This is an optimization exercise on Yosys and OpenROAD, whose aim is small area, a short achievable clock period and few clock cycles per item, not a production implementation. Where RTL was checked, it was by simulation tests only, not by an equivalence proof against the original. Function not checked in runs 2 and 3: the RTL went through the layout flow alone.

$ cat design/flow/design.v
module mdu_chunks (
  input  wire [63:0] v,
  input  wire        e,
  output wire [2:0]  m
);
  wire f1 = (v[63:15] == {49{e}});
  wire f2 = (v[63:31] == {33{e}});
  wire f3 = (v[63:47] == {17{e}});
  wire f4 = (v[63]    == e);
  assign m = f1 ? 3'd1 : f2 ? 3'd2 : f3 ? 3'd3 : f4 ? 3'd4 : 3'd5;
endmodule
module mdu_add69 (
  input  wire [68:0] a,
  input  wire [68:0] b,
  input  wire        cin,
  output wire [68:0] s
);
  localparam N = 70;    
  wire [N-1:0] g0 = {a & b, cin};
  wire [N-1:0] p0 = {a ^ b, 1'b0};
  wire [N-1:0] g [0:7];
  wire [N-1:0] p [0:7];
  assign g[0] = g0;
  assign p[0] = p0;
  genvar l, i;
  generate
    for (l = 0; l < 7; l = l + 1) begin : lv
      for (i = 0; i < N; i = i + 1) begin : bt
        if (i >= (1 << l)) begin : op
          assign g[l+1][i] = g[l][i] | (p[l][i] & g[l][i - (1 << l)]);
          assign p[l+1][i] = p[l][i] & p[l][i - (1 << l)];
        end else begin : pass
          assign g[l+1][i] = g[l][i];
          assign p[l+1][i] = p[l][i];
        end
      end
    end
  endgenerate
  assign s = p0[N-1:1] ^ g[7][N-2:0];
endmodule
module mdu_lzc64 (
  input  wire [63:0] v,
  output wire [6:0]  lz
);
  wire [31:0] z1;
  wire [31:0] c1;
  genvar g;
  generate
    for (g = 0; g < 32; g = g + 1) begin : l1
      assign z1[g] = ~(v[2*g+1] | v[2*g]);
      assign c1[g] = ~v[2*g+1];
    end
  endgenerate
  wire [15:0] z2;
  wire [31:0] c2;
  generate
    for (g = 0; g < 16; g = g + 1) begin : l2
      assign z2[g] = z1[2*g+1] & z1[2*g];
      assign c2[2*g+1:2*g] = z1[2*g+1] ? {1'b1, c1[2*g]} : {1'b0, c1[2*g+1]};
    end
  endgenerate
  wire [7:0]  z3;
  wire [23:0] c3;
  generate
    for (g = 0; g < 8; g = g + 1) begin : l3
      assign z3[g] = z2[2*g+1] & z2[2*g];
      assign c3[3*g+2:3*g] = z2[2*g+1] ? {1'b1, c2[4*g+1:4*g]} : {1'b0, c2[4*g+3:4*g+2]};
    end
  endgenerate
  wire [3:0]  z4;
  wire [15:0] c4;
  generate
    for (g = 0; g < 4; g = g + 1) begin : l4
      assign z4[g] = z3[2*g+1] & z3[2*g];
      assign c4[4*g+3:4*g] = z3[2*g+1] ? {1'b1, c3[6*g+2:6*g]} : {1'b0, c3[6*g+5:6*g+3]};
    end
  endgenerate
  wire [1:0]  z5;
  wire [9:0]  c5;
  generate
    for (g = 0; g < 2; g = g + 1) begin : l5
      assign z5[g] = z4[2*g+1] & z4[2*g];
      assign c5[5*g+4:5*g] = z4[2*g+1] ? {1'b1, c4[8*g+3:8*g]} : {1'b0, c4[8*g+7:8*g+4]};
    end
  endgenerate
  assign lz = (z5[1] & z5[0]) ? 7'd64 :
              z5[1] ? {2'b01, c5[4:0]} : {2'b00, c5[9:5]};
endmodule
module mul_div_unit #(
  parameter XLEN = 64
)(
  input  wire                clk,
  input  wire                reset_n,
  input  wire                start,
  input  wire  [3:0]         operation,
  input  wire                is_word_op,
  input  wire  [XLEN-1:0]    operand_a,
  input  wire  [XLEN-1:0]    operand_b,
  output wire  [XLEN-1:0]    result,
  output wire                busy,
  output wire                ready
);
  localparam S_IDLE  = 0;
  localparam S_MPREP = 1;
  localparam S_MIT   = 2;
  localparam S_MEXT  = 3;
  localparam S_SKIP  = 4;
  localparam S_DPREP = 5;
  localparam S_ABSB  = 6;
  localparam S_LZ    = 7;
  localparam S_SHIFT = 8;
  localparam S_DIT   = 9;
  localparam S_CORR  = 10;
  localparam S_FIN   = 11;
  localparam NS      = 12;
  reg [NS-1:0] st;
  reg          rdy;
  reg          bsy;
  reg [65:0] ra;
  reg [63:0] rx;
  reg [63:0] rl;
  reg [5:0]  cnt;
  reg [1:0]  mc;         
  reg        e5;         
  reg [2:0]  opr;
  reg        wr;
  reg        sn, sd;     
  reg        negq;       
  reg [6:0]  lzn_r, lzd_r;
  reg        osel;       
  reg        a_sx, a_en, a_inv;     
  reg        sel1, sel2, bneg;      
  reg        tsel1, tsel2, tneg;    
  reg        b_q;                   
  reg        cx;                    
  reg        xs;                    
  wire hi     = ~opr[2] & (opr[1] | opr[0]);
  wire m_sa   = ~(opr[1] & opr[0]);           
  wire m_sb   = ~opr[1];                      
  wire d_sg   = ~opr[0];                      
  wire d_rem  = opr[1];
  wire wsx = ~(operation[2] & operation[0]);
  wire [63:0] a_in = is_word_op ? {{32{wsx & operand_a[31]}}, operand_a[31:0]} : operand_a;
  wire [63:0] b_in = is_word_op ? {{32{wsx & operand_b[31]}}, operand_b[31:0]} : operand_b;
  wire [68:0] add_a = {a_sx ? {{3{ra[65]}}, ra[65:64]} : 5'b00000,
                       (ra[63:0] & {64{a_en}}) ^ {64{a_inv}}};
  wire [68:0] x69   = {{5{xs}}, rx};
  wire [68:0] x269  = {{4{xs}}, rx, 1'b0};
  wire [68:0] x469  = {{3{xs}}, rx, 2'b00};
  wire [68:0] x869  = {{2{xs}}, rx, 3'b000};
  wire [68:0] pp0   = ((sel1 ? x69 : 69'd0) | (sel2 ? x269 : 69'd0) |
                       (b_q ? {5'b00000, rl} : 69'd0)) ^ {69{bneg}};
  wire [68:0] pp1   = ((tsel1 ? x469 : 69'd0) | (tsel2 ? x869 : 69'd0)) ^ {69{tneg}};
  wire [68:0] csa_s = add_a ^ pp0 ^ pp1;
  wire [68:0] csa_c = {(add_a[67:0] & pp0[67:0]) | (add_a[67:0] & pp1[67:0]) |
                       (pp0[67:0] & pp1[67:0]), bneg};
  wire [68:0] sum;
  mdu_add69 add (.a(csa_s), .b(csa_c), .cin(tneg | cx), .s(sum));
  wire xa = m_sa & ra[63];
  wire xb = m_sb & rx[63];
  wire [2:0] ma, mb;
  mdu_chunks cha (.v(ra[63:0]), .e(xa), .m(ma));
  mdu_chunks chb (.v(rx),       .e(xb), .m(mb));
  wire swap = (mb < ma);                      
  wire [3:0] y0 = swap ? rx[3:0] : rl[3:0];
  wire [2:0] mm = swap ? mb : ma;
  function [2:0] booth;    
    input [2:0] y;
    begin
      booth[2] = y[1] ^ y[0];
      booth[1] = (y == 3'b011) | (y == 3'b100);
      booth[0] = y[2] & ~(y[1] & y[0]);
    end
  endfunction
  wire [6:0] lzn, lzd;
  mdu_lzc64 lz_n (.v(ra[63:0]), .lz(lzn));
  mdu_lzc64 lz_d (.v(rx),       .lz(lzd));
  wire [7:0] sdiff = {1'b0, lzd_r} - {1'b0, lzn_r};
  wire       dz    = lzd_r[6];
  wire       qz    = sdiff[7];            
  wire       neg_n = d_sg & ra[63];
  wire       neg_d = d_sg & rx[63];
  wire       c_neg = d_rem ? sn : ((sn ^ sd) & ~dz);
  reg [NS-1:0] st_n;
  reg          done;
  reg          osel_n;
  reg          negq_n;
  always @(*) begin
    st_n   = {NS{1'b0}};
    done   = 1'b0;
    osel_n = osel;
    negq_n = negq;
    case (1'b1)
      st[S_IDLE]: begin
        if (start) st_n[operation[2] ? S_DPREP : S_MPREP] = 1'b1;
        else st_n[S_IDLE] = 1'b1;
      end
      st[S_MPREP]: st_n[S_MIT] = 1'b1;
      st[S_MIT]: begin
        osel_n = ~hi;
        if (cnt != 6'd0) st_n[S_MIT] = 1'b1;
        else if (mc != 2'd3) st_n[S_SKIP] = 1'b1;
        else if (e5) st_n[S_MEXT] = 1'b1;
        else done = 1'b1;
      end
      st[S_MEXT]: done = 1'b1;
      st[S_SKIP]: begin
        if (cnt != 6'd0) st_n[S_SKIP] = 1'b1;
        else done = 1'b1;
      end
      st[S_DPREP]: begin
        if (neg_d) st_n[S_ABSB] = 1'b1;
        else if (neg_n) st_n[S_LZ] = 1'b1;
        else st_n[S_SHIFT] = 1'b1;
      end
      st[S_ABSB]:  st_n[S_LZ] = 1'b1;
      st[S_LZ]:    st_n[S_SHIFT] = 1'b1;
      st[S_SHIFT]: begin
        negq_n = c_neg;
        if (dz | qz) begin
          osel_n = ~d_rem;
          if (d_rem & sn) st_n[S_FIN] = 1'b1;
          else done = 1'b1;
        end else st_n[S_DIT] = 1'b1;
      end
      st[S_DIT]: begin
        if (cnt != 6'd0) st_n[S_DIT] = 1'b1;
        else begin
          osel_n = ~d_rem;
          if (d_rem & sum[68]) st_n[S_CORR] = 1'b1;
          else if (negq) st_n[S_FIN] = 1'b1;
          else done = 1'b1;
        end
      end
      st[S_CORR]: begin
        if (negq) st_n[S_FIN] = 1'b1;
        else done = 1'b1;
      end
      st[S_FIN]: begin
        osel_n = 1'b0;
        done = 1'b1;
      end
      default: ;
    endcase
    if (done) st_n[S_IDLE] = 1'b1;
  end
  always @(posedge clk or negedge reset_n) begin
    if (!reset_n) begin
      st  <= {{(NS-1){1'b0}}, 1'b1};
      rdy <= 1'b0;
      bsy <= 1'b0;
    end else begin
      st  <= st_n;
      rdy <= done;
      if (st[S_IDLE]) bsy <= start;
      else if (done) bsy <= 1'b0;
    end
  end
  wire fin_rem  = st_n[S_FIN] & d_rem;
  wire fin_quot = st_n[S_FIN] & ~d_rem;
  reg [2:0] bd0_n, bd1_n;
  always @(*) begin
    bd0_n = 3'b000;
    bd1_n = 3'b000;
    if (st[S_MPREP]) begin
      bd0_n = booth({y0[1:0], 1'b0});
      bd1_n = booth(y0[3:1]);
    end else if (st_n[S_MIT]) begin
      bd0_n = booth(rl[5:3]);
      bd1_n = booth(rl[7:5]);
    end else if (st_n[S_MEXT]) begin
      bd0_n = 3'b100;                         
    end else if (st_n[S_ABSB] | (st[S_SHIFT] & st_n[S_DIT])) begin
      bd0_n = 3'b101;                         
    end else if (st[S_DIT] & (st_n[S_DIT] | st_n[S_CORR])) begin
      bd0_n = {1'b1, 1'b0, ~sum[68]};         
    end else if (fin_quot) begin
      bd0_n = {2'b00, negq_n};
    end
  end
  always @(posedge clk) begin
    a_sx  <= st_n[S_MIT] | st_n[S_MEXT] | st_n[S_DIT] | st_n[S_CORR];
    a_en  <= st_n[S_MIT] | st_n[S_MEXT] | st_n[S_DIT] | st_n[S_CORR] |
             st_n[S_DPREP] | fin_rem;
    a_inv <= st_n[S_DPREP] | (fin_rem & negq_n);
    cx    <= st_n[S_DPREP] | (fin_rem & negq_n);
    b_q   <= fin_quot;
    {sel1, sel2, bneg}    <= bd0_n;
    {tsel1, tsel2, tneg}  <= bd1_n;
    osel  <= osel_n;
    negq  <= negq_n;
    lzn_r <= lzn;
    lzd_r <= lzd;
  end
  always @(posedge clk) begin
    case (1'b1)
      st[S_IDLE]: begin
        ra  <= {2'b00, a_in};
        rl  <= a_in;
        rx  <= b_in;
        opr <= operation[2:0];
        wr  <= is_word_op;
        xs  <= 1'b0;
      end
      st[S_MPREP]: begin
        ra <= 66'd0;
        if (swap) begin
          rl <= rx;
          rx <= ra[63:0];
        end
        xs  <= swap ? xa : xb;
        e5  <= (mm == 3'd5);
        mc  <= (mm == 3'd5) ? 2'd3 : mm[1:0] - 2'd1;
        cnt <= (mm == 3'd5) ? 6'd15 : {2'b00, mm[1:0] - 2'd1, 2'b11};
      end
      st[S_MIT]: begin
        ra  <= {sum[68], sum[68:4]};
        rl  <= {sum[3:0], rl[63:4]};
        cnt <= (cnt == 6'd0) ? {4'd0, 2'd2 - mc} : cnt - 6'd1;
      end
      st[S_MEXT]: begin
        ra <= sum[65:0];
      end
      st[S_SKIP]: begin
        ra  <= {{16{ra[65]}}, ra[65:16]};
        rl  <= {ra[15:0], rl[63:16]};
        cnt <= cnt - 6'd1;
      end
      st[S_DPREP]: begin
        sn <= neg_n;
        sd <= neg_d;
        if (neg_n)
          ra <= {2'b00, sum[63:0]};
      end
      st[S_ABSB]: begin
        rx <= sum[63:0];
      end
      st[S_SHIFT]: begin
        rl <= {64{dz}};
        if (~(dz | qz)) begin
          rx  <= rx << sdiff[5:0];
          cnt <= sdiff[5:0];
        end
      end
      st[S_DIT]: begin
        ra  <= sum[65:0];
        rl  <= {rl[62:0], ~sum[68]};
        if (cnt != 6'd0)
          rx <= {1'b0, rx[63:1]};
        cnt <= cnt - 6'd1;
      end
      st[S_CORR]: begin
        ra <= sum[65:0];
      end
      st[S_FIN]: begin
        ra <= {2'b00, sum[63:0]};
      end
      default: ;
    endcase
  end
  wire [63:0] rv = osel ? rl : ra[63:0];
  assign result = wr ? {{32{rv[31]}}, rv[31:0]} : rv;
  assign busy   = bsy;
  assign ready  = rdy;
endmodule
$ cat design/flow/run.sh
#!/bin/bash
# synth_recipe.tcl (not shown) runs the flow's synth.tcl, then flattens the netlist and writes it again
# the make line also repeats each setting of config.mk as NAME=value (left out here)
make -C /OpenROAD-flow-scripts/flow DESIGN_CONFIG=/design/flow/config.mk WORK_HOME=/design/flow/orfs CLKGATE_MAP_FILE= SYNTH_SCRIPT=/design/flow/synth_recipe.tcl finish
$ cat design/flow/config.mk
export PLATFORM = sky130hd
export DESIGN_NAME = mul_div_unit
export DESIGN_NICKNAME = mul_div_unit
export VERILOG_FILES = /design/flow/design.v
export SDC_FILE = /design/flow/constraint.sdc
export NUM_CORES = 4
export LEC_CHECK = 0
export CAP_MARGIN = 20
export CORE_MARGIN = 2
export CORE_UTILIZATION = 35
export SETUP_SLACK_MARGIN = 1.5
export SLEW_MARGIN = 20
$ cat design/flow/constraint.sdc
create_clock -name core_clock -period 6.0 [get_ports {clk}]
set_input_delay 1.2000 -clock core_clock [delete_from_list [all_inputs] [get_ports {clk}]]
set_output_delay 1.2000 -clock core_clock [all_outputs]
set_load 0.01 [all_outputs]
==> flow_summary_export.csv, run 1 <==
group,metric,value,unit
finish,final_common_cell,"nand2_1",
finish,fin_cells,5702,
sta,finalSetupViolations,0,
yosys,synth_edf_count,208,
yosys,synth-async-reset-ratio,5.60,%
sta,setup_ws,1.08,ns
drt,wl_per_cell,32.4,um
drt,drt_pre_antenna_iters,10,
sta,fmax,0.203,GHz
yosys,netlist_area,0.0318,mm2
global_routing,grt.overflow.total,0,
sta,fin_crit,4.92,ns
yosys,yosys.area_share.xor_xnor,7.50,%
clock_tree,clock_path_buffers,3,
worst_setup_path,required,6.47,ns
sta,slew_headroom,14.5,%
worst_setup_path,crit_arrival,5.39,ns
yosys,ys_types,95,
yosys,synthCells,4209,
finish,multi_input_area,0.0244,mm2
die,ios,202,
sta,hold_viol_final,0,
hold_path,min_to,"negq",
placed_design,post-place-ws,0.574,ns
hold_path,min_delay_path_depth,2,
sta,setup_tns,0,ns
yosys,ys_ff_latch,250,
global_routing,grt_pass1_wl,253000,um
global_routing,grt_use_met2,54.3,%
finish,layout-drive-gt1-share,20.9,%
drt,vias_per_cell,6.63,
drt,antenna_left,0,
drt,drc,0,
global_routing,grtUsageTotal,37.4,%
yosys,synth-simple-area-share,17.6,%
sta,finClkSkew,0.0538,ns
global_routing,first_global_vias,34520,
finish,design_area,0.0412,mm2
global_routing,grt_antenna_before_repair,12,
finish,seqCellArea,0.00721,mm2
worst_setup_path,worstReg2RegStart,"rl[34]",
clock_tree,numCtsBuffers,34,
yosys,avgSynthCellArea,7.57,um2
clock_tree,cts_tree,"built",
finish,fill_cells,8907,
worst_setup_path,critPathKind,"register to register",
yosys,synth_flop_cell,"edfxtp_1",
drt,routed_wl,185000,um
global_routing,grt_max_degree,80,
sta,worst_hold_slack,0.535,ns
yosys,seq_area_frac_synth,22.5,%
sta,tightest_slew,1.28,ns
yosys,synth-compound-area-share,27.6,%
yosys,synth.area.mux_share,9.26,%
clock_tree,holdBufCountCts,0,
clock_tree,htreeDepth,2,
yosys,yosys.area_share.adder,7.82,%
die,core_area,0.0901,mm2
clock_tree,cts.sinks,250,
hold_path,worst_hold_path_type,"register to register",
yosys,synth_top_family_by_area,"compound AO/OA/AOI/OAI gates",
hold_path,hp-start,"negq",
clock_tree,clockRootBuffer,"clkbuf_16",
clock_tree,clock_latency,0.60,ns
global_routing,grtUsageMet3,12.4,%
worst_setup_path,critPathLaunchType,"register",
clock_tree,clkSlewWorstSetupHoldPaths,0.06,ns
placed_design,placedCellCount,5406,
die,dieArea,0.0934,mm2
worst_setup_path,timing.rr.end,"a_en",
sta,rsz0062_at_grt,"true",
drt,drtIter0Drc,6702,
die,die_x,306,um
finish,nets,4788,
global_routing,gr-usage-met1,48.9,%
worst_setup_path,reg2reg_slack,1.08,ns
drt,routed-via-count,37787,
placed_design,dpl_cell_area,0.0358,mm2
run,cap_violations,0,
die,die_h,306,um
yosys,yosysWarnings,2,
status,outcome,"finished clean",
yosys,synth_fp_nets,4502,
worst_setup_path,cp_max_fo,7,
worst_setup_path,rr_worst_depth,16,
sta,post-route-period-util,82.0,%
placed_design,place.port_buffers,200,
global_routing,grt-busiest-layer,"met2",
die,initial_core_util,35.3,%
die,rows,110,
placed_design,place.gp.congestion,1.07,
worst_setup_path,critPathCaptureType,"register",
finish,final_cell_mix,"nand2_1 (506), a21oi_1 (497), buf_4 (386)",
placed_design,dp_hpwl,135000,um
sta,drv_slew,0,
finish,syn_to_final_growth,29.4,%
-- stage by stage --
step / utilization [%]
2_1_floorplan: -
3_3_place_gp: 39.7
3_5_place_dp: 39.7
4_1_cts: 43.6
5_1_grt: 45.7
6_report: 45.7
-- cell usage after synthesis (46+ instances only) --
cell	count	area share (%)
a211oi_1	46	1.1
a21o_1	47	1.1
a21oi_1	538	8.5
a222oi_1	65	2.0
a22oi_1	87	2.1
buf_1	59	0.70
clkbuf_1	320	3.8
edfxtp_1	208	20
fa_1	70	4.4
ha_1	87	3.4
inv_1	207	2.4
mux2_2	59	2.1
mux2i_1	145	4.6
nand2_1	519	6.1
nand3_1	52	0.82
nand4_1	60	1.2
nor2_1	340	4.0
nor2b_1	60	1.2
nor3_1	85	1.3
o21ai_0	314	4.9
xnor2_1	70	1.9
xor2_1	201	5.5
-- worst max-delay path by stage --
stage	to	from	cells past startpoint	slack [ns]
floorplan	a_en	bneg	18	1.36
global placement	ra[62]	cx	16	0.61
detailed placement	ra[62]	cx	16	0.57
CTS	a_en	sel1	18	1.12
global route	a_en	sel1	18	0.98
finish	a_en	rl[34]	16	1.08
-- cell families after synthesis --
group | after synthesis
AOI/OAI and AO/OA | 1397
and+or+nand+nor | 1256
buffers and inverters | 636
xor gates and xnor gates | 272
DFF | 250
muxes | 241
adders and majority gates | 157
-- cell type report --
type / instances / area share, %
clock inverter: 19 / 0.416
clock buffer: 43 / 2.22
timing repair buffer: 673 / 15.1
antenna: 5 / 0.0304
tap: 1176 / 3.57
sequential: 250 / 17.5
inverter: 211 / 1.92
multi-input combinational: 3325 / 59.2
-- flip-flops by register name, summed over array words and instances (netlist names), 2 cells and up --
name   count
cnt        6
lzd_r      7
lzn_r      7
mc         2
opr        3
ra        66
rl        64
rx        64
st        12
-- worst max-delay path, cell delays in order, from the launching register on --
cell and delay, ns:
edfxtp_1 0.62, a222oi_1 0.38, xor2_1 0.17, fa_1 0.52, inv_1 0.04, ha_1 0.46
and4_1 0.32, nand2_1 0.11, or3_4 0.41, a2111oi_4 0.24, a211oi_2 0.08, buf_6 0.17
o21ai_4 0.22, xnor2_2 0.18, nand2_1 0.09, a311o_1 0.40, or3b_1 0.37
-- what timing repair did --
item                                   CTS  global route
setup endpoints to repair              283           211
gates resized for setup                244           236
gates cloned                             7             5
setup buffers                          134            83
endpoints found under the hold margin    0             0
pin swaps                               70           165
-- per-layer routing --
| metal | part of all wire (%) | vias up | routed length [um] |
|---|---|---|---|
| li1 | - | 15837 | - |
| met1 | 37 | 18079 | 68100 |
| met2 | 41 | 3172 | 75100 |
| met3 | 15 | 695 | 28300 |
| met4 | 7.2 | 4 | 13400 |
| met5 | 0.017 | - | 32 |
Testbench counts, summed over its fixed seeds: cycles 39,070, ops 3,200.
==> inputs of run 2 (changes only) <==
--- a/design/flow/design.v
+++ b/design/flow/design.v
@@ -101,18 +101,17 @@
   output wire                ready
 );
   localparam S_IDLE  = 0;
-  localparam S_MPREP = 1;
-  localparam S_MIT   = 2;
-  localparam S_MEXT  = 3;
-  localparam S_SKIP  = 4;
-  localparam S_DPREP = 5;
-  localparam S_ABSB  = 6;
-  localparam S_LZ    = 7;
-  localparam S_SHIFT = 8;
-  localparam S_DIT   = 9;
-  localparam S_CORR  = 10;
-  localparam S_FIN   = 11;
-  localparam NS      = 12;
+  localparam S_MIT   = 1;
+  localparam S_MEXT  = 2;
+  localparam S_SKIP  = 3;
+  localparam S_DPREP = 4;
+  localparam S_ABSB  = 5;
+  localparam S_LZ    = 6;
+  localparam S_SHIFT = 7;
+  localparam S_DIT   = 8;
+  localparam S_CORR  = 9;
+  localparam S_FIN   = 10;
+  localparam NS      = 11;
   reg [NS-1:0] st;
   reg          rdy;
   reg          bsy;
@@ -135,8 +134,6 @@
   reg        cx;                    
   reg        xs;                    
   wire hi     = ~opr[2] & (opr[1] | opr[0]);
-  wire m_sa   = ~(opr[1] & opr[0]);           
-  wire m_sb   = ~opr[1];                      
   wire d_sg   = ~opr[0];                      
   wire d_rem  = opr[1];
   wire wsx = ~(operation[2] & operation[0]);
@@ -156,13 +153,15 @@
                        (pp0[67:0] & pp1[67:0]), bneg};
   wire [68:0] sum;
   mdu_add69 add (.a(csa_s), .b(csa_c), .cin(tneg | cx), .s(sum));
-  wire xa = m_sa & ra[63];
-  wire xb = m_sb & rx[63];
+  wire i_sa = ~(operation[1] & operation[0]);    
+  wire i_sb = ~operation[1];                     
+  wire xa = i_sa & a_in[63];
+  wire xb = i_sb & b_in[63];
   wire [2:0] ma, mb;
-  mdu_chunks cha (.v(ra[63:0]), .e(xa), .m(ma));
-  mdu_chunks chb (.v(rx),       .e(xb), .m(mb));
+  mdu_chunks cha (.v(a_in), .e(xa), .m(ma));
+  mdu_chunks chb (.v(b_in), .e(xb), .m(mb));
   wire swap = (mb < ma);                      
-  wire [3:0] y0 = swap ? rx[3:0] : rl[3:0];
+  wire [3:0] y0 = swap ? b_in[3:0] : a_in[3:0];
   wire [2:0] mm = swap ? mb : ma;
   function [2:0] booth;    
     input [2:0] y;
@@ -192,10 +191,9 @@
     negq_n = negq;
     case (1'b1)
       st[S_IDLE]: begin
-        if (start) st_n[operation[2] ? S_DPREP : S_MPREP] = 1'b1;
+        if (start) st_n[operation[2] ? S_DPREP : S_MIT] = 1'b1;
         else st_n[S_IDLE] = 1'b1;
       end
-      st[S_MPREP]: st_n[S_MIT] = 1'b1;
       st[S_MIT]: begin
         osel_n = ~hi;
         if (cnt != 6'd0) st_n[S_MIT] = 1'b1;
@@ -262,7 +260,7 @@
   always @(*) begin
     bd0_n = 3'b000;
     bd1_n = 3'b000;
-    if (st[S_MPREP]) begin
+    if (st[S_IDLE] & st_n[S_MIT]) begin
       bd0_n = booth({y0[1:0], 1'b0});
       bd1_n = booth(y0[3:1]);
     end else if (st_n[S_MIT]) begin
@@ -295,20 +293,18 @@
   always @(posedge clk) begin
     case (1'b1)
       st[S_IDLE]: begin
-        ra  <= {2'b00, a_in};
-        rl  <= a_in;
-        rx  <= b_in;
         opr <= operation[2:0];
         wr  <= is_word_op;
-        xs  <= 1'b0;
-      end
-      st[S_MPREP]: begin
-        ra <= 66'd0;
-        if (swap) begin
-          rl <= rx;
-          rx <= ra[63:0];
+        if (operation[2]) begin
+          ra <= {2'b00, a_in};
+          rx <= b_in;
+          xs <= 1'b0;
+        end else begin
+          ra <= 66'd0;
+          rl <= swap ? b_in : a_in;
+          rx <= swap ? a_in : b_in;
+          xs <= swap ? xa : xb;
         end
-        xs  <= swap ? xa : xb;
         e5  <= (mm == 3'd5);
         mc  <= (mm == 3'd5) ? 2'd3 : mm[1:0] - 2'd1;
         cnt <= (mm == 3'd5) ? 6'd15 : {2'b00, mm[1:0] - 2'd1, 2'b11};
--- a/design/flow/config.mk
+++ b/design/flow/config.mk
@@ -8,5 +8,6 @@
 export CAP_MARGIN = 20
 export CORE_MARGIN = 2
 export CORE_UTILIZATION = 35
+export PLACE_DENSITY = 0.5
 export SETUP_SLACK_MARGIN = 1.5
 export SLEW_MARGIN = 20
==> flow_summary_export.csv, run 2 <==
group,metric,value,unit
status,outcome,"finished clean",
worst_setup_path,cp-startpoint,"sel2",
worst_setup_path,cpPeakStageDelay,0.56,ns
drt,antenna_left,0,
worst_setup_path,critPathKind,"register to register",
die,core_area,0.0914,mm2
drt,drtIter0Drc,6353,
sta,drv_slew,0,
die,initial_core_util,35.2,%
finish,layout-drive-gt1-share,22.6,%
drt,wl_per_cell,33.5,um
finish,top_register,"ra",
run,cap_violations,0,
worst_setup_path,cpLargestDelayFamily,"compound AO/OA/AOI/OAI gates",
clock_tree,htreeDepth,2,
yosys,ys_types,106,
worst_setup_path,crit_arrival,5.20,ns
yosys,synth_area_leaders,"edfxtp_1 (20%), a21oi_1 (7.2%), mux2i_1 (6.2%)",
placed_design,place.gp.congestion,1.04,
sta,finalSetupViolations,0,
worst_setup_path,rr_worst_depth,17,
global_routing,grtUsageTotal,37.4,%
sta,worst_hold_slack,0.542,ns
clock_tree,clockRootBuffer,"clkbuf_16",
die,ios,202,
sta,tightest_slew,1.25,ns
yosys,synth_flop_cell,"edfxtp_1",
sta,finClkSkew,0.0159,ns
die,die_x,307,um
hold_path,min_delay_path_depth,2,
placed_design,place.port_buffers,200,
yosys,synth_fp_nets,4320,
finish,largest_register_ffs,66,
yosys,synth_edf_count,211,
global_routing,grt.overflow.total,0,
yosys,yosys.area.top_type,"edfxtp_1",
sta,hold_viol_final,0,
sta,fmax,0.205,GHz
yosys,netlist_area,0.0322,mm2
finish,nets,4578,
yosys,avgSynthCellArea,7.99,um2
die,rows,111,
worst_setup_path,cp_max_fo,7,
worst_setup_path,critPathCaptureType,"register",
global_routing,grt_antenna_before_repair,7,
global_routing,grt_pass1_wl,254000,um
sta,slew_headroom,16.0,%
worst_setup_path,path_cells,"buf_6 -> a222oi_1 -> xnor2_1 -> fa_1 -> ha_4 -> nand4_1 -> nor3_2 -> buf_4 -> nand2_4 -> nand3_4 -> a31oi_4 -> o41ai_4 -> buf_4 -> a311oi_4 -> o41ai_4 -> xor2_2 -> a211o_1",
drt,routed-via-count,36260,
drt,drt_pre_antenna_iters,10,
yosys,synthCells,4027,
finish,final_cell_mix,"nand2_1 (507), a21oi_1 (418), buf_4 (336)",
finish,fill_cells,9050,
sta,post-route-period-util,81.2,%
die,die_h,307,um
yosys,yosysWarnings,2,
clock_tree,cts.sinks,249,
drt,drc,0,
worst_setup_path,critPathLaunchType,"register",
clock_tree,clock_path_buffers,3,
global_routing,first_global_vias,33748,
worst_setup_path,cp_num_buf_inv,3,
drt,vias_per_cell,6.59,
global_routing,grt_max_degree,82,
sta,fin_crit,4.87,ns
hold_path,hp-start,"negq",
finish,largestRegisters,"ra: 66 flops, rl: 64 flops, rx: 64 flops",
clock_tree,numCtsBuffers,36,
finish,syn_to_final_growth,29.6,%
worst_setup_path,timing.rr.end,"rx[62]",
yosys,synth_top_area_share,19.7,%
sta,rsz0062_at_grt,"true",
worst_setup_path,worstReg2RegStart,"sel2",
hold_path,min_to,"negq",
clock_tree,holdBufCountCts,0,
yosys,ys_ff_latch,249,
finish,fin_util,45.6,%
sta,setup_tns,0,ns
worst_setup_path,required,6.33,ns
finish,final_common_cell,"nand2_1",
yosys,synth_common_cells,"nand2_1 (524), a21oi_1 (465), nor2_1 (285)",
yosys,seq_area_frac_synth,22.3,%
drt,routed_wl,184000,um
yosys,yosysMostFrequentCell,"nand2_1",
hold_path,worst_hold_path_type,"register to register",
placed_design,dp_hpwl,137000,um
worst_setup_path,reg2reg_slack,1.13,ns
die,dieArea,0.0944,mm2
yosys,synth-async-reset-ratio,5.22,%
clock_tree,clock_latency,0.59,ns
clock_tree,cts_tree,"built",
clock_tree,clkSlewWorstSetupHoldPaths,0.06,ns
worst_setup_path,worst_path_max_delay_cell,"a222oi_1",
run 2: through the flow:
step / instance area [um2] / setup slack [ns] / cells
floorplan: 32200 / 1.50 / 4027
finish: 41700 / 1.13 / 5499
CTS: 39900 / 1.29 / 5435
global route: 41700 / 1.11 / 5498
global placement: 36000 / 0.348 / 5243
detailed placement: 36000 / 0.232 / 5243
run 2: final cells by class:
| class | instances | area (um2) | share of cell area (%) |
|---|---|---|---|
| multi-input cells | 3189 | 25300 | 60.7 |
| flip-flops and latches | 249 | 7210 | 17.3 |
| repair buffers | 609 | 5830 | 14.0 |
| well taps | 1186 | 1480 | 3.56 |
| clock buffers | 49 | 971 | 2.33 |
| inverters | 200 | 759 | 1.82 |
| clock inverters | 15 | 133 | 0.318 |
| diodes | 2 | 5.00 | 0.0120 |
run 2: worst max-delay path by stage:
stage / depth (start not counted) / slack [ns] / end
2_1_floorplan: 17 / 1.50 / ra[58]
3_3_place_gp: 18 / 0.35 / tneg
3_5_place_dp: 17 / 0.23 / tneg
4_1_cts: 16 / 1.29 / ra[58]
5_1_grt: 19 / 1.11 / rx[62]
6_report: 17 / 1.13 / rx[62]
run 2: cell families after synthesis:
family / count (synthesis) / share of synthesized area [%]
compound gates: 1288 / 26.5
xor+xnor: 273 / 7.45
fa+ha+maj: 157 / 7.74
buf+inv: 591 / 7.52
flops: 249 / 22.3
mux: 317 / 12.6
simple gates: 1152 / 15.9
run 2: tightest hold or removal path, stage by stage, from the launching register on:
cell     delay, ns
dfxtp_1       0.33
a21oi_1       0.11
a31oi_1       0.05
run 2: what timing repair did:
action                     4_1_cts  5_1_grt
pin swaps                      157      124
setup buffers                  118       61
gates cloned                    10        1
resized for setup              347      277
setup endpoints to repair      177      169
run 2: metal layers:
metal | GRT usage [%] | up-vias | part of all wire (%)
met5 | 0 | - | 0.0087
met4 | 16.5 | 2 | 5.7
met3 | 10.5 | 491 | 14
met2 | 55.0 | 2697 | 42
met1 | 50.8 | 17669 | 38
li1 | - | 15401 | -
==> inputs of run 3 (changes only) <==
--- a/design/flow/design.v
+++ b/design/flow/design.v
@@ -127,10 +127,11 @@
   reg        negq;       
   reg [6:0]  lzn_r, lzd_r;
   reg        osel;       
+  reg        ohi;        
   reg        a_sx, a_en, a_inv;     
   reg        sel1, sel2, bneg;      
   reg        tsel1, tsel2, tneg;    
-  reg        b_q;                   
+  reg        a_q;                   
   reg        cx;                    
   reg        xs;                    
   wire hi     = ~opr[2] & (opr[1] | opr[0]);
@@ -140,13 +141,12 @@
   wire [63:0] a_in = is_word_op ? {{32{wsx & operand_a[31]}}, operand_a[31:0]} : operand_a;
   wire [63:0] b_in = is_word_op ? {{32{wsx & operand_b[31]}}, operand_b[31:0]} : operand_b;
   wire [68:0] add_a = {a_sx ? {{3{ra[65]}}, ra[65:64]} : 5'b00000,
-                       (ra[63:0] & {64{a_en}}) ^ {64{a_inv}}};
+                       ((ra[63:0] & {64{a_en}}) | (rl & {64{a_q}})) ^ {64{a_inv}}};
   wire [68:0] x69   = {{5{xs}}, rx};
   wire [68:0] x269  = {{4{xs}}, rx, 1'b0};
   wire [68:0] x469  = {{3{xs}}, rx, 2'b00};
   wire [68:0] x869  = {{2{xs}}, rx, 3'b000};
-  wire [68:0] pp0   = ((sel1 ? x69 : 69'd0) | (sel2 ? x269 : 69'd0) |
-                       (b_q ? {5'b00000, rl} : 69'd0)) ^ {69{bneg}};
+  wire [68:0] pp0   = ((sel1 ? x69 : 69'd0) | (sel2 ? x269 : 69'd0)) ^ {69{bneg}};
   wire [68:0] pp1   = ((tsel1 ? x469 : 69'd0) | (tsel2 ? x869 : 69'd0)) ^ {69{tneg}};
   wire [68:0] csa_s = add_a ^ pp0 ^ pp1;
   wire [68:0] csa_c = {(add_a[67:0] & pp0[67:0]) | (add_a[67:0] & pp1[67:0]) |
@@ -197,7 +197,7 @@
       st[S_MIT]: begin
         osel_n = ~hi;
         if (cnt != 6'd0) st_n[S_MIT] = 1'b1;
-        else if (mc != 2'd3) st_n[S_SKIP] = 1'b1;
+        else if (mc != (wr ? 2'd1 : 2'd3)) st_n[S_SKIP] = 1'b1;
         else if (e5) st_n[S_MEXT] = 1'b1;
         else done = 1'b1;
       end
@@ -272,20 +272,19 @@
       bd0_n = 3'b101;                         
     end else if (st[S_DIT] & (st_n[S_DIT] | st_n[S_CORR])) begin
       bd0_n = {1'b1, 1'b0, ~sum[68]};         
-    end else if (fin_quot) begin
-      bd0_n = {2'b00, negq_n};
     end
   end
   always @(posedge clk) begin
     a_sx  <= st_n[S_MIT] | st_n[S_MEXT] | st_n[S_DIT] | st_n[S_CORR];
     a_en  <= st_n[S_MIT] | st_n[S_MEXT] | st_n[S_DIT] | st_n[S_CORR] |
              st_n[S_DPREP] | fin_rem;
-    a_inv <= st_n[S_DPREP] | (fin_rem & negq_n);
-    cx    <= st_n[S_DPREP] | (fin_rem & negq_n);
-    b_q   <= fin_quot;
+    a_inv <= st_n[S_DPREP] | (st_n[S_FIN] & negq_n);
+    cx    <= st_n[S_DPREP] | (st_n[S_FIN] & negq_n);
+    a_q   <= fin_quot;
     {sel1, sel2, bneg}    <= bd0_n;
     {tsel1, tsel2, tneg}  <= bd1_n;
     osel  <= osel_n;
+    ohi   <= st[S_IDLE] ? (is_word_op & ~operation[2]) : ohi;
     negq  <= negq_n;
     lzn_r <= lzn;
     lzd_r <= lzd;
@@ -312,7 +311,7 @@
       st[S_MIT]: begin
         ra  <= {sum[68], sum[68:4]};
         rl  <= {sum[3:0], rl[63:4]};
-        cnt <= (cnt == 6'd0) ? {4'd0, 2'd2 - mc} : cnt - 6'd1;
+        cnt <= (cnt == 6'd0) ? {4'd0, (wr ? 2'd0 : 2'd2) - mc} : cnt - 6'd1;
       end
       st[S_MEXT]: begin
         ra <= sum[65:0];
@@ -355,7 +354,8 @@
     endcase
   end
   wire [63:0] rv = osel ? rl : ra[63:0];
-  assign result = wr ? {{32{rv[31]}}, rv[31:0]} : rv;
+  wire [31:0] rw = ohi ? rl[63:32] : rv[31:0];
+  assign result = wr ? {{32{rw[31]}}, rw} : rv;
   assign busy   = bsy;
   assign ready  = rdy;
 endmodule
--- a/design/flow/config.mk
+++ b/design/flow/config.mk
@@ -7,7 +7,7 @@
 export LEC_CHECK = 0
 export CAP_MARGIN = 20
 export CORE_MARGIN = 2
-export CORE_UTILIZATION = 35
-export PLACE_DENSITY = 0.5
+export CORE_UTILIZATION = 45
 export SETUP_SLACK_MARGIN = 1.5
 export SLEW_MARGIN = 20
+export TNS_END_PERCENT = 10
==> flow_summary_export.csv, run 3 <==
group,metric,value,unit
placed_design,place.gp.congestion,1.10,
worst_setup_path,worst_path_max_delay_cell,"fa_1",
yosys,avgSynthCellArea,7.51,um2
worst_setup_path,reg2reg_slack,1.00,ns
drt,routed-via-count,37731,
sta,hold_viol_final,0,
clock_tree,clockRootBuffer,"clkbuf_16",
die,dieArea,0.0734,mm2
yosys,ys_types,83,
hold_path,min_delay_path_depth,1,
clock_tree,cts.sinks,250,
clock_tree,htreeDepth,2,
die,initial_core_util,45.6,%
die,ios,202,
sta,setup_tns,0,ns
yosys,ys_ff_latch,250,
worst_setup_path,critPathKind,"register to register",
hold_path,min_to,"bsy",
global_routing,grt_max_degree,131,
global_routing,grt_pass1_wl,251000,um
finish,largest_register_ffs,66,
global_routing,first_global_vias,34387,
finish,final_cell_mix,"nand2_1 (537), a21oi_1 (473), buf_4 (331)",
yosys,synth_top_area_share,19.9,%
drt,drt_pre_antenna_iters,7,
yosys,synth_flop_cell,"edfxtp_1",
die,core_area,0.0703,mm2
finish,largestRegisters,"ra: 66 flops, rl: 64 flops, rx: 64 flops",
clock_tree,cts_tree,"built",
sta,finalSetupViolations,0,
global_routing,grt_antenna_before_repair,10,
worst_setup_path,cpPeakStageDelay,0.59,ns
finish,layout-drive-gt1-share,17.5,%
drt,vias_per_cell,6.89,
run,cap_violations,0,
yosys,synth_common_cells,"nand2_1 (546), a21oi_1 (507), nor2_1 (328)",
worst_setup_path,cp.depth,22,
drt,drc,0,
sta,fmax,0.200,GHz
yosys,synthCells,4271,
worst_setup_path,path_cells,"buf_8 -> buf_16 -> a22oi_2 -> xnor2_2 -> fa_1 -> ha_4 -> buf_6 -> o21a_1 -> o211ai_1 -> o21bai_2 -> a21oi_2 -> buf_4 -> a211oi_2 -> buf_4 -> o21ai_4 -> buf_6 -> or3b_4 -> o221ai_4 -> xnor2_1 -> buf_4 -> buf_6 -> a221o_1",
sta,drv_slew,0,
placed_design,dpl_cell_area,0.0363,mm2
die,rows,97,
clock_tree,clkSlewWorstSetupHoldPaths,0.06,ns
worst_setup_path,critPathLaunchType,"register",
status,outcome,"finished clean",
worst_setup_path,worstReg2RegStart,"a_en",
worst_setup_path,rr_worst_depth,22,
drt,wl_per_cell,33.0,um
finish,top_register,"ra",
finish,design_area,0.0406,mm2
global_routing,grt.overflow.total,0,
sta,rsz0062_at_grt,"true",
yosys,synth_area_leaders,"edfxtp_1 (20%), a21oi_1 (7.9%), mux2i_1 (7.5%)",
worst_setup_path,timing.rr.end,"ra[59]",
drt,routed_wl,181000,um
die,die_x,271,um
yosys,netlist_area,0.0321,mm2
drt,drtIter0Drc,6319,
die,die_h,271,um
drt,antenna_left,0,
worst_setup_path,cp_num_buf_inv,8,
clock_tree,clock_latency,0.61,ns
placed_design,place.port_buffers,200,
placed_design,dp_hpwl,133000,um
sta,post-route-period-util,83.3,%
worst_setup_path,crit_arrival,5.36,ns
global_routing,grtUsageTotal,46.9,%
yosys,synth_edf_count,212,
finish,final_common_cell,"nand2_1",
sta,tightest_slew,1.32,ns
yosys,yosysWarnings,2,
sta,slew_headroom,11.2,%
finish,nets,4798,
worst_setup_path,required,6.36,ns
yosys,synth_fp_nets,4563,
sta,fin_crit,5.00,ns
clock_tree,clock_path_buffers,3,
hold_path,worst_hold_path_type,"register to register",
yosys,synth-async-reset-ratio,5.20,%
worst_setup_path,cpLargestDelayFamily,"compound AO/OA/AOI/OAI gates",
worst_setup_path,cp_max_fo,5,
yosys,seq_area_frac_synth,22.4,%
yosys,yosys.area.top_type,"edfxtp_1",
sta,finClkSkew,0.0443,ns
yosys,yosysMostFrequentCell,"nand2_1",
clock_tree,numCtsBuffers,37,
finish,syn_to_final_growth,26.5,%
worst_setup_path,critPathCaptureType,"register",
hold_path,hp-start,"bsy",
[run 3: cell count changes in the layout (fill, tap and decap cells not counted), moves of 44 or more]
cell      previous run  this run
a21oi_1            418       473
a222oi_1            71        12
a22oi_1             85       163
mux2i_1            194       238
mux4_2              64        13
nor2_1             269       321
o21ai_0            130       297
[run 3: final cells by class]
| class | instances | area (um2) |
|---|---|---|
| Fill cell | 6666 | 29700 |
| Multi-Input combinational cell | 3430 | 24400 |
| Sequential cell | 250 | 7230 |
| Timing Repair Buffer | 598 | 5860 |
| Tap cell | 940 | 1180 |
| Clock buffer | 48 | 987 |
| Inverter | 189 | 713 |
| Clock inverter | 19 | 253 |
| Antenna cell | 2 | 5.00 |
[run 3: worst max-delay path by stage]
stage / from / endpoint / slack [ns]
floorplan: tneg / ra[63] / 1.08
global placement: operand_b[47] / tsel2 / 0.38
detailed placement: operand_b[47] / rl[17] / 0.37
CTS: a_en / ra[59] / 1.10
global route: a_en / ra[59] / 0.96
finish: a_en / ra[59] / 1.00
[run 3: timing repair]
item	in CTS	in global routing
hold buffers	0	0
gates cloned	10	7
pin swaps	107	79
gates resized for setup	266	177
endpoints found under the setup margin	185	252
setup buffers	47	32
[run 3: kinds of logic (layout without fill, tap and decap cells)]
kind of cell / after synthesis / in the layout / synth area share [%]
AOI/OAI and AO/OA: 1511 / 1511 / 29.4
and+or+nand+nor: 1207 / 1207 / 16.5
buffers and inverters: 591 / 854 / 7.06
muxes: 281 / 281 / 9.39
xor gates and xnor gates: 275 / 275 / 7.51
DFF: 250 / 250 / 22.4
adders and majority gates: 156 / 156 / 7.72
other: 0 / 2 / 0
[run 3: stage by stage]
step                      worst slack, ns  cells  util [%]  hold WS (ns)
after detailed placement            0.367   5311      51.7         0.508
after floorplan                      1.08   4271         -         0.522
after global placement              0.381   5311      51.7         0.509
after CTS                            1.10   5435      56.1         0.529
after global routing                0.957   5474      57.7         0.550
final                                1.00   5476      57.8         0.530
[run 3: layer usage]
metal	GRT usage [%]	share of wire (%)	up-vias
met4	33.0	9.3	2
met2	67.4	41	2985
met5	0	0.0066	-
met3	10.4	13	638
met1	62.1	37	18123
li1	-	-	15983
==> inputs of run 4 (changes only) <==
--- a/design/flow/design.v
+++ b/design/flow/design.v
@@ -209,7 +209,10 @@
       st[S_DPREP]: begin
         if (neg_d) st_n[S_ABSB] = 1'b1;
         else if (neg_n) st_n[S_LZ] = 1'b1;
-        else st_n[S_SHIFT] = 1'b1;
+        else if (sum[68]) begin
+          osel_n = ~d_rem;
+          done = 1'b1;
+        end else st_n[S_SHIFT] = 1'b1;
       end
       st[S_ABSB]:  st_n[S_LZ] = 1'b1;
       st[S_LZ]:    st_n[S_SHIFT] = 1'b1;
@@ -254,6 +257,9 @@
       else if (done) bsy <= 1'b0;
     end
   end
+  wire i_negn   = ~operation[0] & a_in[63];
+  wire dp_neg   = st_n[S_DPREP] & i_negn;
+  wire dp_cmp   = st_n[S_DPREP] & ~i_negn;
   wire fin_rem  = st_n[S_FIN] & d_rem;
   wire fin_quot = st_n[S_FIN] & ~d_rem;
   reg [2:0] bd0_n, bd1_n;
@@ -268,7 +274,7 @@
       bd1_n = booth(rl[7:5]);
     end else if (st_n[S_MEXT]) begin
       bd0_n = 3'b100;                         
-    end else if (st_n[S_ABSB] | (st[S_SHIFT] & st_n[S_DIT])) begin
+    end else if (st_n[S_ABSB] | (st[S_SHIFT] & st_n[S_DIT]) | dp_cmp) begin
       bd0_n = 3'b101;                         
     end else if (st[S_DIT] & (st_n[S_DIT] | st_n[S_CORR])) begin
       bd0_n = {1'b1, 1'b0, ~sum[68]};         
@@ -278,8 +284,8 @@
     a_sx  <= st_n[S_MIT] | st_n[S_MEXT] | st_n[S_DIT] | st_n[S_CORR];
     a_en  <= st_n[S_MIT] | st_n[S_MEXT] | st_n[S_DIT] | st_n[S_CORR] |
              st_n[S_DPREP] | fin_rem;
-    a_inv <= st_n[S_DPREP] | (st_n[S_FIN] & negq_n);
-    cx    <= st_n[S_DPREP] | (st_n[S_FIN] & negq_n);
+    a_inv <= dp_neg | (st_n[S_FIN] & negq_n);
+    cx    <= dp_neg | (st_n[S_FIN] & negq_n);
     a_q   <= fin_quot;
     {sel1, sel2, bneg}    <= bd0_n;
     {tsel1, tsel2, tneg}  <= bd1_n;
@@ -324,6 +330,7 @@
       st[S_DPREP]: begin
         sn <= neg_n;
         sd <= neg_d;
+        rl <= 64'd0;
         if (neg_n)
           ra <= {2'b00, sum[63:0]};
       end
--- a/design/flow/config.mk
+++ b/design/flow/config.mk
@@ -7,7 +7,6 @@
 export LEC_CHECK = 0
 export CAP_MARGIN = 20
 export CORE_MARGIN = 2
-export CORE_UTILIZATION = 45
+export CORE_UTILIZATION = 40
 export SETUP_SLACK_MARGIN = 1.5
 export SLEW_MARGIN = 20
-export TNS_END_PERCENT = 10
==> flow_summary_export.csv, run 4 <==
group,metric,value,unit
yosys,seq_area_frac_synth,22.7,%
drt,wl_per_cell,33.5,um
clock_tree,htreeDepth,2,
clock_tree,clockRootBuffer,"clkbuf_16",
worst_setup_path,critPathLaunchType,"register",
clock_tree,cts_tree,"built",
drt,drt_pre_antenna_iters,7,
worst_setup_path,critPathKind,"register to register",
clock_tree,cts.sinks,250,
yosys,synth_top_area_share,20.1,%
die,core_area,0.0787,mm2
worst_setup_path,cp_max_fo,12,
sta,rsz0062_at_grt,"true",
placed_design,place.gp.congestion,1.05,
worst_setup_path,timing.rr.end,"ra[60]",
placed_design,placedCellCount,5187,
status,outcome,"finished clean",
global_routing,grt.overflow.total,0,
yosys,netlist_area,0.0317,mm2
run,cap_violations,0,
yosys,avgSynthCellArea,7.85,um2
finish,syn_to_final_growth,31.5,%
drt,routed-via-count,36745,
worst_setup_path,rr_worst_depth,20,
die,initial_core_util,40.2,%
sta,finClkSkew,0.0471,ns
yosys,synth_fp_nets,4324,
global_routing,grt_max_degree,74,
finish,final_cell_mix,"nand2_1 (472), buf_4 (309), a21oi_1 (297)",
worst_setup_path,crit_arrival,5.36,ns
sta,drv_slew,0,
finish,largestRegisters,"ra: 66 flops, rl: 64 flops, rx: 64 flops",
clock_tree,clkSlewWorstSetupHoldPaths,0.06,ns
yosys,synth_flop_cell,"edfxtp_1",
worst_setup_path,critPathCaptureType,"register",
global_routing,first_global_vias,33751,
hold_path,hp-start,"st[6]",
finish,seqCellArea,0.00722,mm2
drt,vias_per_cell,6.84,
yosys,yosysMostFrequentCell,"nand2_1",
yosys,synth-async-reset-ratio,5.20,%
worst_setup_path,required,6.32,ns
placed_design,place.port_buffers,200,
yosys,ys_types,98,
drt,drtIter0Drc,6104,
global_routing,grt_antenna_before_repair,9,
hold_path,worst_hold_path_type,"register to register",
sta,finalSetupViolations,0,
yosys,synth_area_leaders,"edfxtp_1 (20%), mux2i_1 (8.0%), a22oi_1 (5.9%)",
yosys,synth_edf_count,212,
yosys,synthCells,4032,
finish,fill_cells,7402,
finish,largest_register_ffs,66,
worst_setup_path,cp-startpoint,"a_q",
sta,hold_viol_final,0,
clock_tree,numCtsBuffers,36,
sta,post-route-period-util,84.0,%
sta,fin_crit,5.04,ns
sta,slew_headroom,17.7,%
global_routing,grt_pass1_wl,249000,um
global_routing,grtUsageTotal,42.1,%
finish,nets,4584,
finish,final_common_cell,"nand2_1",
clock_tree,clock_latency,0.60,ns
finish,fin_cells,5374,
die,die_x,285,um
hold_path,min_delay_path_depth,2,
die,dieArea,0.0814,mm2
clock_tree,clock_path_buffers,3,
worst_setup_path,worstReg2RegStart,"a_q",
die,rows,103,
worst_setup_path,reg2reg_slack,0.96,ns
yosys,yosysWarnings,2,
yosys,synth_common_cells,"nand2_1 (493), a21oi_1 (355), o21ai_0 (281)",
sta,fmax,0.198,GHz
yosys,ys_ff_latch,250,
finish,layout-drive-gt1-share,23.4,%
drt,antenna_left,0,
hold_path,min_to,"st[7]",
drt,routed_wl,180000,um
sta,setup_tns,0,ns
finish,top_register,"ra",
die,ios,202,
finish,multi_input_area,0.0253,mm2
drt,drc,0,
sta,tightest_slew,1.23,ns
yosys,yosys.area.top_type,"edfxtp_1",
die,die_h,285,um
placed_design,dp_hpwl,134000,um
-- run 4: changes by cell type after synthesis, sizes merged, moves of 27 or more --
cell	change
a211oi	-43
a21oi	-146
a22oi	+45
clkbuf	-52
nand2	-52
nor2	-47
o2111ai	+31
o21ai	-37
or2	+27
-- run 4: layout make-up --
cell class                 count  area share (%)
clock buffer                  46            2.43
inverter                     175            1.58
sequential                   250            17.3
timing repair buffer         595            14.2
tap                         1050            3.15
clock inverter                18           0.427
antenna                        6          0.0360
multi-input combinational   3234            60.8
-- run 4: routing by layer --
metal | part of all wire, % | global-route usage (%) | up-vias
met5 | 0.027 | 0 | -
met4 | 6.6 | 19.8 | 8
met3 | 15 | 15.0 | 566
met2 | 40 | 60.0 | 2943
met1 | 38 | 56.5 | 17868
li1 | - | - | 15360
-- run 4: repair_timing --
| action | CTS | global route |
|---|---|---|
| pin swaps | 104 | 138 |
| endpoints found under the setup margin | 203 | 191 |
| gates resized for setup | 334 | 402 |
| cloned | 9 | 3 |
| hold buffers | 0 | 0 |
| setup buffers | 49 | 56 |
-- run 4: through the flow --
| stage | instance area [um2] | hold slack [ns] | worst slack, ns | utilization, % |
|---|---|---|---|---|
| global route | 41600 | 0.570 | 0.874 | 52.9 |
| global placement | 36000 | 0.494 | 0.323 | 45.7 |
| floorplan | 31800 | 0.474 | 1.18 | - |
| finish | 41700 | 0.524 | 0.960 | 52.9 |
| detailed placement | 36000 | 0.502 | 0.254 | 45.7 |
| CTS | 39500 | 0.515 | 1.14 | 50.2 |
-- run 4: cell families after synthesis --
kind of cell | after synthesis | share of synthesized area [%]
AOI/OAI and AO/OA | 1333 | 27.5
and+or+nand+nor | 1170 | 16.7
buffers and inverters | 548 | 6.83
muxes | 304 | 10.9
xor gates and xnor gates | 271 | 7.50
DFF | 250 | 22.7
adders and majority gates | 156 | 7.82
-- run 4: how the worst max path moves through the flow --
| stage | endpoint | slack [ns] |
|---|---|---|
| finish | ra[60] | 0.96 |
| CTS | ra[60] | 1.14 |
| global placement | rx[62] | 0.32 |
| detailed placement | rx[58] | 0.25 |
| global route | ra[57] | 0.87 |
| floorplan | cnt[2] | 1.18 |
-- run 4: worst max-delay path, cell delays in order (launching register included) --
cell and delay (ns):
dfxtp_4 0.39, buf_12 0.14, buf_16 0.15, a22oi_2 0.27, xor2_1 0.14, buf_4 0.17, fa_1 0.55, inv_1 0.08
ha_4 0.22, a21oi_2 0.21, o21ai_2 0.14, a211o_1 0.27, o211ai_1 0.29, o31ai_2 0.12, buf_4 0.17, a211o_4 0.36
o22ai_4 0.33, o31ai_4 0.11, xnor2_1 0.14, buf_4 0.17, a221o_1 0.33
Testbench counts of run 4, summed over its fixed seeds: cycles 36,069, ops 3,200.
==> inputs of run 5 (changes only) <==
--- a/design/flow/design.v
+++ b/design/flow/design.v
@@ -127,7 +127,7 @@
   reg        negq;       
   reg [6:0]  lzn_r, lzd_r;
   reg        osel;       
-  reg        ohi;        
+  reg        o32;        
   reg        a_sx, a_en, a_inv;     
   reg        sel1, sel2, bneg;      
   reg        tsel1, tsel2, tneg;    
@@ -197,15 +197,12 @@
       st[S_MIT]: begin
         osel_n = ~hi;
         if (cnt != 6'd0) st_n[S_MIT] = 1'b1;
-        else if (mc != (wr ? 2'd1 : 2'd3)) st_n[S_SKIP] = 1'b1;
+        else if (~mc[0]) st_n[S_SKIP] = 1'b1;
         else if (e5) st_n[S_MEXT] = 1'b1;
         else done = 1'b1;
       end
       st[S_MEXT]: done = 1'b1;
-      st[S_SKIP]: begin
-        if (cnt != 6'd0) st_n[S_SKIP] = 1'b1;
-        else done = 1'b1;
-      end
+      st[S_SKIP]: done = 1'b1;
       st[S_DPREP]: begin
         if (neg_d) st_n[S_ABSB] = 1'b1;
         else if (neg_n) st_n[S_LZ] = 1'b1;
@@ -290,7 +287,7 @@
     {sel1, sel2, bneg}    <= bd0_n;
     {tsel1, tsel2, tneg}  <= bd1_n;
     osel  <= osel_n;
-    ohi   <= st[S_IDLE] ? (is_word_op & ~operation[2]) : ohi;
+    o32   <= st[S_MIT] ? ~mc[1] : (st[S_IDLE] ? 1'b0 : o32);
     negq  <= negq_n;
     lzn_r <= lzn;
     lzd_r <= lzd;
@@ -317,7 +314,7 @@
       st[S_MIT]: begin
         ra  <= {sum[68], sum[68:4]};
         rl  <= {sum[3:0], rl[63:4]};
-        cnt <= (cnt == 6'd0) ? {4'd0, (wr ? 2'd0 : 2'd2) - mc} : cnt - 6'd1;
+        cnt <= cnt - 6'd1;
       end
       st[S_MEXT]: begin
         ra <= sum[65:0];
@@ -325,7 +322,6 @@
       st[S_SKIP]: begin
         ra  <= {{16{ra[65]}}, ra[65:16]};
         rl  <= {ra[15:0], rl[63:16]};
-        cnt <= cnt - 6'd1;
       end
       st[S_DPREP]: begin
         sn <= neg_n;
@@ -360,9 +356,9 @@
       default: ;
     endcase
   end
-  wire [63:0] rv = osel ? rl : ra[63:0];
-  wire [31:0] rw = ohi ? rl[63:32] : rv[31:0];
-  assign result = wr ? {{32{rw[31]}}, rw} : rv;
+  wire [63:0] rv = o32 ? (osel ? {ra[31:0], rl[63:32]} : {{30{ra[65]}}, ra[65:32]})
+                      : (osel ? rl : ra[63:0]);
+  assign result = wr ? {{32{rv[31]}}, rv[31:0]} : rv;
   assign busy   = bsy;
   assign ready  = rdy;
 endmodule
==> flow_summary_export.csv, run 5 <==
group,metric,value,unit
status,outcome,"finished clean",
yosys,ys_types,93,
yosys,synth_area_leaders,"edfxtp_1 (19%), a21oi_1 (6.2%), mux2i_1 (6.0%)",
hold_path,worst_hold_path_type,"register to register",
drt,antenna_left,0,
yosys,ys_ff_latch,250,
finish,nets,4644,
worst_setup_path,cp_num_buf_inv,5,
worst_setup_path,worst_path_max_delay_cell,"fa_1",
sta,finalSetupViolations,0,
global_routing,grtUsageTotal,42.0,%
yosys,yosysWarnings,2,
yosys,yosysMostFrequentCell,"a21oi_1",
die,rows,105,
drt,routed-via-count,37870,
finish,final_common_cell,"a21oi_1",
clock_tree,numCtsBuffers,36,
sta,rsz0062_at_grt,"true",
die,die_h,292,um
finish,largestRegisters,"ra: 66 flops, rl: 64 flops, rx: 64 flops",
yosys,netlist_area,0.0331,mm2
drt,routed_wl,187000,um
worst_setup_path,critPathKind,"register to register",
placed_design,dp_hpwl,138000,um
sta,hold_viol_final,0,
worst_setup_path,required,6.33,ns
drt,drtIter0Drc,6217,
worst_setup_path,cpPeakStageDelay,0.55,ns
clock_tree,clockRootBuffer,"clkbuf_16",
global_routing,grt_antenna_before_repair,8,
worst_setup_path,crit_top_cell,"buf_4",
global_routing,first_global_vias,34732,
global_routing,grt_max_degree,100,
worst_setup_path,cp_max_fo,7,
clock_tree,cts.sinks,250,
drt,vias_per_cell,6.93,
worst_setup_path,crit_arrival,5.30,ns
finish,fin_util,51.7,%
finish,top_register,"ra",
yosys,synth_top_area_share,19.2,%
worst_setup_path,critPathLaunchType,"register",
sta,setup_tns,0,ns
sta,post-route-period-util,82.8,%
worst_setup_path,critPathCaptureType,"register",
sta,drv_slew,0,
finish,syn_to_final_growth,28.0,%
drt,drt_pre_antenna_iters,8,
yosys,yosys.area.top_type,"edfxtp_1",
clock_tree,holdBufCountCts,0,
sta,fmax,0.201,GHz
die,die_x,292,um
sta,slew_headroom,18.3,%
yosys,synth_fp_nets,4428,
placed_design,place.gp.congestion,1.06,
clock_tree,cts_tree,"built",
worst_setup_path,cpLargestDelayFamily,"compound AO/OA/AOI/OAI gates",
finish,final_cell_mix,"a21oi_1 (354), nand2_1 (323), buf_4 (300)",
finish,layout-drive-gt1-share,22.4,%
clock_tree,htreeDepth,2,
clock_tree,clock_path_buffers,3,
die,initial_core_util,40.4,%
finish,largest_register_ffs,66,
run,cap_violations,0,
yosys,avgSynthCellArea,8.00,um2
die,ios,202,
placed_design,place.port_buffers,200,
global_routing,grt.overflow.total,0,
yosys,synth_edf_count,212,
sta,tightest_slew,1.21,ns
worst_setup_path,path_cells,"buf_6 -> buf_4 -> a22oi_2 -> xor2_1 -> fa_1 -> inv_1 -> ha_1 -> nand4_1 -> nor4_2 -> buf_4 -> nand2_2 -> a211o_4 -> nand3_1 -> a31oi_2 -> o21bai_1 -> xor2_1 -> buf_4 -> a221o_1",
clock_tree,clkSlewWorstSetupHoldPaths,0.06,ns
sta,fin_crit,4.97,ns
drt,wl_per_cell,34.2,um
yosys,synth_flop_cell,"edfxtp_1",
global_routing,grt_pass1_wl,259000,um
drt,drc,0,
yosys,seq_area_frac_synth,21.7,%
yosys,synth_common_cells,"a21oi_1 (408), nand2_1 (341), clkbuf_1 (299)",
yosys,synthCells,4136,
die,core_area,0.0820,mm2
die,dieArea,0.0851,mm2
yosys,synth-async-reset-ratio,5.20,%
clock_tree,clock_latency,0.59,ns
sta,finClkSkew,0.0249,ns
## run 5: changes by cell type in the layout (fill, tap and decap cells not counted), sizes merged, moves of 54 or more
cell and change:
mux2i -54, dlygate4sd2 +57, dlymetal6s2s -60, a221oi +69, inv +73, nand2 -153
## run 5: cells by family (layout without fill, tap and decap cells)
group	count (synthesis)	in the layout	share of synthesized area, %
xor+xnor	271	271	7.17
simple gates	1038	1038	14.6
compound gates	1459	1460	29.4
other cells	0	15	0
buf+inv	661	904	7.79
fa+ha+maj	156	156	7.49
mux	301	301	11.7
flops	250	250	21.7
## run 5: routing by layer
metal / vias to the layer above / wire (um) / global-route usage (%)
met5: - / 16 / 0
li1: 15893 / - / -
met1: 18321 / 68500 / 53.5
met4: 2 / 15900 / 28.7
met3: 714 / 24800 / 12.6
met2: 2940 / 77800 / 61.0
## run 5: through the flow
| stage | cell area [um2] | cells | hold slack (ns) | setup slack [ns] |
|---|---|---|---|---|
| 3_5_place_dp | 36900 | 5236 | 0.456 | 0.342 |
| 2_1_floorplan | 33100 | 4136 | 0.440 | 1.50 |
| 4_1_cts | 40400 | 5388 | 0.467 | 1.24 |
| 5_1_grt | 42300 | 5450 | 0.490 | 1.03 |
| 6_report | 42400 | 5465 | 0.468 | 1.03 |
| 3_3_place_gp | 36900 | 5236 | 0.458 | 0.325 |
## run 5: worst register-to-register path, stage by stage (launching register included)
cell and delay (ns):
dfxtp_4 0.42, buf_6 0.17, buf_4 0.15, a22oi_2 0.24, xor2_1 0.15, fa_1 0.55
inv_1 0.04, ha_1 0.46, nand4_1 0.19, nor4_2 0.19, buf_4 0.20, nand2_2 0.06
a211o_4 0.37, nand3_1 0.33, a31oi_2 0.23, o21bai_1 0.20, xor2_1 0.19, buf_4 0.21
a221o_1 0.36
## run 5: final cells by class
| cell class | count | area [um2] |
|---|---|---|
| sequential | 250 | 7240 |
| clock buffer | 47 | 1030 |
| tap | 1070 | 1340 |
| fill | 7861 | 39600 |
| antenna | 15 | 37.5 |
| clock inverter | 19 | 246 |
| multi-input combinational | 3226 | 26000 |
| inverter | 244 | 931 |
| timing repair buffer | 594 | 5500 |
## run 5: final timing paths
check                         from      to  slack (ns)  depth (start not counted)
hold reg to reg              mc[0]   st[3]        0.47                          1
min in group asynchronous  reset_n   st[5]        1.03                          1
hold / removal               mc[0]   st[3]        0.47                          1
max in group asynchronous  reset_n   st[1]        4.46                          1
setup / recovery              a_en  ra[52]        1.03                         18
setup reg to reg              a_en  ra[52]        1.03                         18
## run 5: repair_timing
| item | 4_1_cts | 5_1_grt |
|---|---|---|
| setup endpoints to repair | 183 | 161 |
| gates resized for setup | 400 | 317 |
| gates cloned | 6 | 0 |
| hold endpoints to repair | 0 | 0 |
| pin swaps | 90 | 128 |
| setup buffers | 80 | 62 |
Testbench counts of run 5, summed over its fixed seeds: cycles 34,161, ops 3,200.

## re-timing with driven ports
No port has a modelled driver above. Below, the same layouts with a new extraction and two added sets of constraints.
Step 1 assumes that a clkbuf_16 drives the clock port and a buf_2 every other input.
Step 2 adds t to the input delays and takes it off the output delays; t is the mean of the earliest and latest rising clock arrival at the registers after step 1. Input paths then give back, and output paths get back, about the clock's delay inside the block.
Slacks: ideal ports / drivers / drivers and shift; pairs: ideal ports / drivers.
run | shift t [ns] | setup WS [ns] | worst hold slack (ns) | pins driven straight from the clock port
run 1 | 0.641 | 1.079 / 1.079 / 1.079 | 0.535 / 0.535 / 0.535 | 1
run 2 | 0.658 | 1.129 / 1.129 / 0.885 | 0.542 / 0.542 / 0.542 | 1
run 3 | 0.670 | 1.001 / 1.001 / 0.812 | 0.530 / 0.530 / 0.530 | 1
run 4 | 0.641 | 0.960 / 0.960 / 0.790 | 0.524 / 0.524 / 0.524 | 1
run 5 | 0.653 | 1.034 / 1.034 / 0.823 | 0.468 / 0.468 / 0.468 | 1
After both steps setup and hold are still met in every run listed. The setup slack of run 2, which loses most, moves by 0.000 ns with the drivers and by -0.244 ns with both steps.
